From an optimization exercise on the open Yosys and OpenROAD flow, aimed at small area and a short achievable clock period; shortcuts taken in it are not production practice.
Function was checked by simulation only, so behaviour that the tests miss may differ from the original.
Power and IR drop assume default switching activity.

==> flow/design.v (excerpt) <==
module CPU(
    input clock,
    input Load,
    input reset,
    input [7:0] data_in,
    output [7:0] Instruction,
    output [7:0] Acc,
    output [7:0] Mem,
    output [4:0] Program_counter
    );
    reg [7:0] ir;        
    reg [4:0] pc;
    reg [4:0] mar;       
    reg [2:0] xop;       
    reg       run;
    reg [7:0] acc;
    reg [7:0] mdr;       
    reg [31:0] vld;      
    reg [255:0] mem;     
    wire [2:0] op = ir[7:5];
    wire [4:0] ad = ir[4:0];
    wire issue = ~Load & (|op);
    wire xalu = xop[2] ^ xop[1];             
    wire xsto = xop == 3'b110;
    wire acc_we = run & ~Load & xalu;
    wire mem_we = run & ~Load & xsto;
    wire [7:0] a = acc;
    wire [7:0] b = mdr;
    wire [7:0] p = a ^ b;
    wire [7:0] g = a & b;
    wire [7:0] o = a | b;
    wire [7:0] g1, p1, g2, p2, g3;
    genvar i;
    generate
        for (i = 0; i < 8; i = i + 1) begin : l1
            if (i % 2 == 1) begin : m
                assign g1[i] = g[i] | (p[i] & g[i-1]);
                assign p1[i] = p[i] & p[i-1];
            end else begin : k
                assign g1[i] = g[i];
                assign p1[i] = p[i];
            end
        end
        for (i = 0; i < 8; i = i + 1) begin : l2
            if (i % 4 >= 2) begin : m
                assign g2[i] = g1[i] | (p1[i] & g1[(i/4)*4+1]);
                assign p2[i] = p1[i] & p1[(i/4)*4+1];
            end else begin : k
                assign g2[i] = g1[i];
                assign p2[i] = p1[i];
            end
        end
        for (i = 0; i < 8; i = i + 1) begin : l3
            if (i >= 4) begin : m
                assign g3[i] = g2[i] | (p2[i] & g2[3]);
            end else begin : k
                assign g3[i] = g2[i];
            end
        end
    endgenerate
    wire [7:0] sum = p ^ {g3[6:0], 1'b0};
    reg [7:0] alu;
    always @(*) begin
        case ({xop[2], xop[0]})
            2'b00: alu = sum;    
            2'b01: alu = g;      
            2'b10: alu = p;      
            default: alu = b;    
        endcase
    end
    wire z_add = ~p[0] & (&(p[7:1] ~^ o[6:0]));
    reg zalu;
    always @(*) begin
        case ({xop[2], xop[0]})
            2'b00: zalu = z_add;
            2'b01: zalu = ~|g;
  ...
Size: roughly 1000 cells after synthesis, roughly 330 flip-flops, about 40 I/O pins, ~0.014 mm^2 of cells after synthesis.
==> flow/config.mk <==
export PLATFORM = sky130hd
export DESIGN_NAME = CPU
export DESIGN_NICKNAME = CPU
export VERILOG_FILES = /design/flow/design.v
export SDC_FILE = /design/flow/constraint.sdc
export NUM_CORES = 4
export LEC_CHECK = 0
export CAP_MARGIN = 20
export CORE_MARGIN = 2
export CORE_UTILIZATION = 55
export CTS_CLUSTER_DIAMETER = 80
export CTS_CLUSTER_SIZE = 24
export SETUP_SLACK_MARGIN = 3.6
export SLEW_MARGIN = 20
==> flow/constraint.sdc <==
create_clock -name core_clock -period 6.2 [get_ports {clock}]
set_input_delay 1.2400 -clock core_clock [delete_from_list [all_inputs] [get_ports {clock}]]
set_output_delay 1.2400 -clock core_clock [all_outputs]
set_load 0.01 [all_outputs]
standard.sh (not shown) runs the stock make flow with config.mk's settings and CLKGATE_MAP_FILE= SYNTH_SCRIPT=/design/flow/synth_recipe.tcl, a recipe that flattens the netlist after the stock synthesis.
==> flow/flow/run.sh <==
#!/bin/bash
# Layout: the standard ORFS flow, with the port buffers made plain buffers
# (buf_4) instead of the cell buffer_ports picks by default (a delay cell).
set -euo pipefail
bash standard.sh BUFFER_PORTS_ARGS="-buffer_cell sky130_fd_sc_hd__buf_4" finish > flow_standard.log 2>&1
==> next run, changes <==
==> flow/run.sh (new file) <==
#!/bin/bash
# synth_recipe.tcl (not shown) runs the flow's synth.tcl, then flattens the netlist and writes it again
# the make line also repeats each setting of config.mk as NAME=value (left out here)
make -C /OpenROAD-flow-scripts/flow DESIGN_CONFIG=/design/flow/config.mk WORK_HOME=/design/flow/orfs CLKGATE_MAP_FILE= SYNTH_SCRIPT=/design/flow/synth_recipe.tcl finish
- CTS_CLUSTER_SIZE: 24 -> 30
- SETUP_SLACK_MARGIN: 3.6 -> 3.2
removed: flow/flow/run.sh
removed: flow/standard.sh
Die area stays the same.
Total power fell by 2.7%.
Hold slack improved by 0.0066 ns.
Design area fell by 2.4%.
Count of clock-buffer cells in the layout fell by 9.
Synthesized cell count is unchanged.
Combinational power fell by about 7%.

## static timing again, ports no longer ideal
No port has a modelled driver above. Below, the same layouts with a new extraction and two added sets of constraints.
Step 1 assumes that a clkbuf_16 drives the clock port and a buf_2 every other input.
Step 2 times the ports against the registers' clock, not the clock port: input delays grow and output delays shrink by t, the midpoint of the rising clock arrivals with the driver on.
a / b / c = no drivers / after step 1 / after step 2; a / b = the first two.
run	t (ns)	slack for setup (ns)	latest minus earliest clock arrival (ns)
the first run	0.565	3.533 / 3.509 / 2.995	0.023 / 0.022
the second run	0.571	3.139 / 3.167 / 2.597	0.029 / 0.029
After both steps every run listed still meets setup and hold. The setup slack of the second run, which loses most, moves by +0.028 ns with the drivers and by -0.542 ns with both steps.
